Background: an optimization exercise with open tools, aiming at small area. Do not read the settings as production practice. Only simulation tests tie the RTL to the original design; equivalence was not proved. Power is estimated from default activity; no workload was simulated.

==> flow/design.v <==
module MULT18x12 #(parameter W = 8)
  (input [W-1:0] a, input [W-1:0] b, input ci, output [W:0] s);
  wire [W:0] c;
  assign c[0] = ci;
  genvar i;
  generate for (i = 0; i < W; i = i + 1) begin : fa
    assign s[i]   = a[i] ^ b[i] ^ c[i];
    assign c[i+1] = (a[i] & b[i]) | (c[i] & (a[i] ^ b[i]));
  end endgenerate
  assign s[W] = c[W];
endmodule
module ROM_18x100_Wre (input [4:0] m, output reg [15:0] q);
  always @* begin
    case (m)
      5'd0:  q = 16'd65280; 5'd1:  q = 16'd65406; 5'd2:  q = 16'd65019;
      5'd3:  q = 16'd64375; 5'd4:  q = 16'd63477; 5'd5:  q = 16'd62328;
      5'd6:  q = 16'd60933; 5'd7:  q = 16'd59298; 5'd8:  q = 16'd57429;
      5'd9:  q = 16'd55333; 5'd10: q = 16'd53019; 5'd11: q = 16'd50496;
      5'd12: q = 16'd47773; 5'd13: q = 16'd44862; 5'd14: q = 16'd41774;
      5'd15: q = 16'd38521; 5'd16: q = 16'd35115; 5'd17: q = 16'd31572;
      5'd18: q = 16'd27903; 5'd19: q = 16'd24125; 5'd20: q = 16'd20251;
      5'd21: q = 16'd16298; 5'd22: q = 16'd12280; 5'd23: q = 16'd8213;
      5'd24: q = 16'd4115;
      default: q = 16'd0;
    endcase
  end
endmodule
module FSK_DFT2 (input clk,
                 input rst,
                 input [11:0] X,
                 input ce,
                 input st,
                 input ce_bit,
                 output wire [10:0] F1_AMP,
                 output wire [10:0] F2_AMP);
  reg [10:0] xm;       
  reg        xs;       
  reg        rs;       
  reg        cb;       
  reg        fresh;    
  reg        z;        
  reg        busy;
  reg [2:0]  stp;      
  reg [4:0]  kr;       
  reg [1:0]  kq;
  wire [11:0] xabs;
  MULT18x12 #(11) XA (.a(X[10:0] ^ {11{X[11]}}), .b(11'd0), .ci(X[11]), .s(xabs));
  wire last = busy & (stp == 3'd7);
  always @(posedge clk) begin
    if (rst) begin
      busy <= 1'b0; stp <= 3'd0; kr <= 5'd0; kq <= 2'd0; fresh <= 1'b1;
    end else begin
      if (ce) begin
        busy <= 1'b1; stp <= 3'd0; fresh <= 1'b0;
      end else begin
        if (last) busy <= 1'b0;
        stp <= stp + 3'd1;
      end
      if (last) begin
        if (cb) begin kr <= 5'd0; kq <= 2'd0; end
        else if (kr == 5'd24) begin kr <= 5'd0; kq <= kq + 2'd1; end
        else kr <= kr + 5'd1;
      end
    end
    if (ce) begin
      xm <= xabs[10:0];
      xs <= X[11];
      rs <= st | ce_bit | fresh;
      cb <= ce_bit;
      z  <= fresh;
    end
  end
  wire       hi   = stp[0];
  wire       hsel = stp[2];      
  wire       sn   = stp[1];      
  wire [5:0] r2x  = {kr, 1'b0};
  wire       r2o  = (r2x >= 6'd25);
  wire [4:0] r    = hsel ? (r2o ? r2x - 6'd25 : r2x) : kr;
  wire [1:0] qd   = hsel ? {kq[0], r2o} : kq;
  wire       mir  = qd[0] ^ sn;
  wire [4:0] m    = mir ? 5'd25 - r : r;
  wire       neg  = sn ? qd[1] : (qd[1] ^ qd[0]);
  wire       big  = (m == 5'd0);   
  wire [15:0] q;
  ROM_18x100_Wre TAB (.m(m), .q(q));
  reg  [10:0] lc;
  wire        s    = xs ^ neg;
  wire [7:0]  qsel = hi ? q[15:8] : q[7:0];
  wire [10:0] l0   = hi ? (lc | (xm & {11{big}})) : 11'd0;
  wire [19:0] acc [0:7];
  wire [11:0] r0;
  MULT18x12 #(11) M0 (.a(l0), .b(xm & {11{qsel[0]}}), .ci(s), .s(r0));
  assign acc[0] = {8'd0, r0};
  genvar gi;
  generate for (gi = 1; gi <= 7; gi = gi + 1) begin : mrow
    wire [11:0] rr;
    MULT18x12 #(11) MR (.a(acc[gi-1][gi+10:gi]), .b(xm & {11{qsel[gi]}}),
                        .ci(s), .s(rr));
    assign acc[gi] = {{(8-gi){1'b0}}, rr, acc[gi-1][gi-1:0]};
  end endgenerate
  wire [10:0] c = acc[7][18:8];
  always @(posedge clk) lc <= c;
  reg [18:0] y0, y1, y2, y3;
  wire [18:0] yin = y0 & {19{~rs}};
  wire [19:0] ysum;
  MULT18x12 #(19) YA (.a(yin), .b({{8{s}}, c ^ {11{s}}}), .ci(s), .s(ysum));
  wire rot = busy & hi;
  always @(posedge clk) begin
    if (rot) begin
      y0 <= y1; y1 <= y2; y2 <= y3; y3 <= ysum[18:0];
    end
  end
  wire [18:0] yc = y0;
  wire [18:0] yabs;
  MULT18x12 #(18) YB (.a(yc[17:0] ^ {18{yc[18]}}), .b(18'd0), .ci(yc[18]), .s(yabs));
  wire [17:0] ya = yabs[17:0];
  wire cap  = rot & cb & ~z;     
  wire cap3 = cap & stp[2] & stp[1];
  reg [7:0] mc;                  
  wire mh = mc[7];
  wire [6:0] u = mc[6:0];
  wire run = (mc != 8'd255);
  wire sq  = run & (u < 7'd18);                       
  wire sr  = run & (u >= 7'd32) & (u < 7'd50);        
  wire sc  = run & (u >= 7'd64) & (u < 7'd73);        
  wire sw  = run & ((u == 7'd73) | ((u == 7'd74) & ~mh));
  wire sh  = cap | sw;           
  reg [18:0] WA;
  reg [17:0] WB, ZA, ZB;
  reg [35:0] P;
  reg [17:0] mask;               
  integer mi;
  always @* for (mi = 0; mi < 18; mi = mi + 1) mask[mi] = (u[4:0] > mi);
  wire [3:0] si = u[3:0];
  wire qh = WB[5'd17 - {si, 1'b0}];
  wire ql = WB[5'd16 - {si, 1'b0}];
  wire ab = WA[17] & sq, bb = WB[17] & sq;
  wire [19:0] ta = {WA[17:0] & mask & {18{ab}}, 1'b0, ab} | ((sc & qh) ? 20'd2620 : 20'd0);
  wire [19:0] tb = {WB & mask & {18{bb}}, 1'b0, bb}      | ((sc & ql) ? 20'd1310 : 20'd0);
  wire [20:0] s1;
  MULT18x12 #(20) SQ1 (.a({P[17:0], 2'b00}), .b(ta), .ci(1'b0), .s(s1));
  wire [20:0] s2;
  MULT18x12 #(20) SQ2 (.a(s1[19:0]), .b(tb), .ci(1'b0), .s(s2));
  wire [16:0] s3;
  MULT18x12 #(16) SQ3 (.a(P[33:18]), .b({15'd0, s1[20]}), .ci(s2[20]), .s(s3));
  wire [35:0] Pn = {s3[15:0], s2[19:0]};
  wire [1:0]  t  = P[35:34];
  wire        bi = (t == 2'd0);                   
  wire [19:0] d;                                  
  MULT18x12 #(19) SR (.a(WA), .b(~{1'b0, WB & mask}), .ci(~bi), .s(d));
  wire        qb = d[19];                         
  wire [18:0] Rn = qb ? {d[16:0], t - 2'd1} : {WA[16:0], t};
  always @(posedge clk) begin
    if (rst) mc <= 8'd255;
    else if (cap3) mc <= 8'd0;
    else if (sq & (u == 7'd17)) mc <= {mh, 7'd32};    
    else if (run) mc <= mc + 8'd1;
    P <= Pn;
    if (rst) begin
      WB[10:0] <= 11'd0; ZB[10:0] <= 11'd0;
    end else if (sh) begin
      WA <= {1'b0, WB}; WB <= ZA; ZA <= ZB;
      ZB <= cap ? ya : {7'd0, P[26:16]};
    end else if (sq) begin
      WA <= (u == 7'd17) ? 19'd0 : {1'b0, WA[16:0], WA[17]};
      WB <= {WB[16:0], WB[17]};
    end else if (sr) begin
      WA <= Rn;
      WB <= {WB[16:0], qb};
    end
  end
  assign F1_AMP = WB[10:0];
  assign F2_AMP = ZB[10:0];
endmodule
==> flow/config.mk <==
export PLATFORM = sky130hd
export DESIGN_NAME = FSK_DFT2
export DESIGN_NICKNAME = FSK_DFT2
export VERILOG_FILES = /design/flow/design.v
export SDC_FILE = /design/flow/constraint.sdc
export NUM_CORES = 4
export LEC_CHECK = 0
export ABC_AREA = 1
export CAP_MARGIN = 20
export CORE_MARGIN = 2
export CORE_UTILIZATION = 40
export CTS_BUF_LIST = sky130_fd_sc_hd__clkbuf_8
export CTS_CLUSTER_DIAMETER = 70
export CTS_CLUSTER_SIZE = 15
export SLEW_MARGIN = 20
==> flow/constraint.sdc <==
create_clock -name core_clock -period 20.0 [get_ports {clk}]
set_input_delay 4.0000 -clock core_clock [delete_from_list [all_inputs] [get_ports {clk}]]
set_output_delay 4.0000 -clock core_clock [all_outputs]
set_load 0.01 [all_outputs]
standard.sh (not shown) runs the stock make flow with config.mk's settings and CLKGATE_MAP_FILE= SYNTH_SCRIPT=/design/flow/synth_recipe.tcl, a recipe that flattens the netlist after the stock synthesis.
==> flow/flow/run.sh <==
#!/bin/bash
# The standard layout (standard.sh, ORFS), with two placement/CTS choices:
# port buffers use sky130_fd_sc_hd__buf_1, and CTS inserts no dummy loads.
# make's full output goes to standard.log; each ORFS step logs under orfs/logs.
bash standard.sh finish \
  "BUFFER_PORTS_ARGS=-buffer_cell sky130_fd_sc_hd__buf_1" \
  "CTS_ARGS=-sink_clustering_enable -repair_clock_nets -dont_use_dummy_load -buf_list sky130_fd_sc_hd__clkbuf_4 -sink_clustering_size 10 -sink_clustering_max_diameter 50" \
  > standard.log 2>&1
st=$?
tail -5 standard.log
exit $st
Change:
--- a/flow/design.v
+++ b/flow/design.v
@@ -83,28 +83,42 @@
   wire       big  = (m == 5'd0);   
   wire [15:0] q;
   ROM_18x100_Wre TAB (.m(m), .q(q));
   reg  [10:0] lc;
+  reg         lz;                
   wire        s    = xs ^ neg;
   wire [7:0]  qsel = hi ? q[15:8] : q[7:0];
   wire [10:0] l0   = hi ? (lc | (xm & {11{big}})) : 11'd0;
-  wire [19:0] acc [0:7];
-  wire [11:0] r0;
-  MULT18x12 #(11) M0 (.a(l0), .b(xm & {11{qsel[0]}}), .ci(s), .s(r0));
-  assign acc[0] = {8'd0, r0};
+  wire [12:0] m1   = {2'b00, xm};
+  wire [12:0] m2   = {1'b0, xm, 1'b0};
+  wire [13:0] m3s;
+  MULT18x12 #(13) M3 (.a(m1), .b(m2), .ci(1'b0), .s(m3s));
+  wire [12:0] m3   = m3s[12:0];
+  wire [18:0] acc [0:3];
   genvar gi;
-  generate for (gi = 1; gi <= 7; gi = gi + 1) begin : mrow
-    wire [11:0] rr;
-    MULT18x12 #(11) MR (.a(acc[gi-1][gi+10:gi]), .b(xm & {11{qsel[gi]}}),
-                        .ci(s), .s(rr));
-    assign acc[gi] = {{(8-gi){1'b0}}, rr, acc[gi-1][gi-1:0]};
+  generate for (gi = 0; gi < 4; gi = gi + 1) begin : mrow
+    wire [1:0]  dg = qsel[2*gi+1:2*gi];
+    wire [12:0] pp = (m1 & {13{dg == 2'd1}}) | (m2 & {13{dg == 2'd2}}) |
+                     (m3 & {13{dg == 2'd3}});
+    wire [13:0] rr;
+    if (gi == 0) begin : r0
+      MULT18x12 #(13) MR (.a({2'b00, l0}), .b(pp), .ci(1'b0), .s(rr));
+      assign acc[0] = {5'd0, rr};
+    end else begin : rn
+      MULT18x12 #(13) MR (.a(acc[gi-1][2*gi+12:2*gi]), .b(pp), .ci(1'b0), .s(rr));
+      if (gi < 3)
+        assign acc[gi] = {{(5-2*gi){1'b0}}, rr, acc[gi-1][2*gi-1:0]};
+      else
+        assign acc[gi] = {rr[12:0], acc[gi-1][2*gi-1:0]};
+    end
   end endgenerate
-  wire [10:0] c = acc[7][18:8];
-  always @(posedge clk) lc <= c;
+  wire [10:0] c  = acc[3][18:8];
+  wire        z8 = ~|acc[3][7:0];
+  always @(posedge clk) begin lc <= c; lz <= z8; end
   reg [18:0] y0, y1, y2, y3;
   wire [18:0] yin = y0 & {19{~rs}};
   wire [19:0] ysum;
-  MULT18x12 #(19) YA (.a(yin), .b({{8{s}}, c ^ {11{s}}}), .ci(s), .s(ysum));
+  MULT18x12 #(19) YA (.a(yin), .b({{8{s}}, c ^ {11{s}}}), .ci(s & z8 & lz), .s(ysum));
   wire rot = busy & hi;
   always @(posedge clk) begin
     if (rot) begin
       y0 <= y1; y1 <= y2; y2 <= y3; y3 <= ysum[18:0];
Result: The new run passed the timing, design-rule and antenna checks; first-iteration DRC count is higher by 31%; final cell count rises by 5.4%; fmax rose by 16%; die area rose by 0.54%; setup slack is better by 2600 ps; synthesized cell count grows by 7.8%; combinational power decreases by 62%; sequential power came out lower by 12%; design area is about the same; sequential cell count rose by 1; clock-buffer cell count shrinks by 3; via count went up by 6.0%; worst hold slack got worse by 64 ps.

-- what the ideal ports hide --
The flow's constraints put no driver on any port. The routed layouts listed below were extracted and timed again, unchanged, in two steps. Step 1 assumes that a clkbuf_16 drives the clock port and a buf_2 every other input. Step 2, shift: input delay + t, output delay - t, t = (earliest + latest rising clock arrival at the registers) / 2. This alone moves slack from input paths to output paths. a / b / c = ideal / step 1 / step 2; a / b = the first two.
| run | t (ns) | setup WS [ns] | clock arrival spread, ns |
|---|---|---|---|
| the first run | 0.676 | 1.488 / 1.488 / 1.488 | 0.065 / 0.065 |
| the second run | 0.762 | 4.069 / 4.069 / 4.069 | 0.119 / 0.119 |
After both steps every run listed still meets setup and hold.
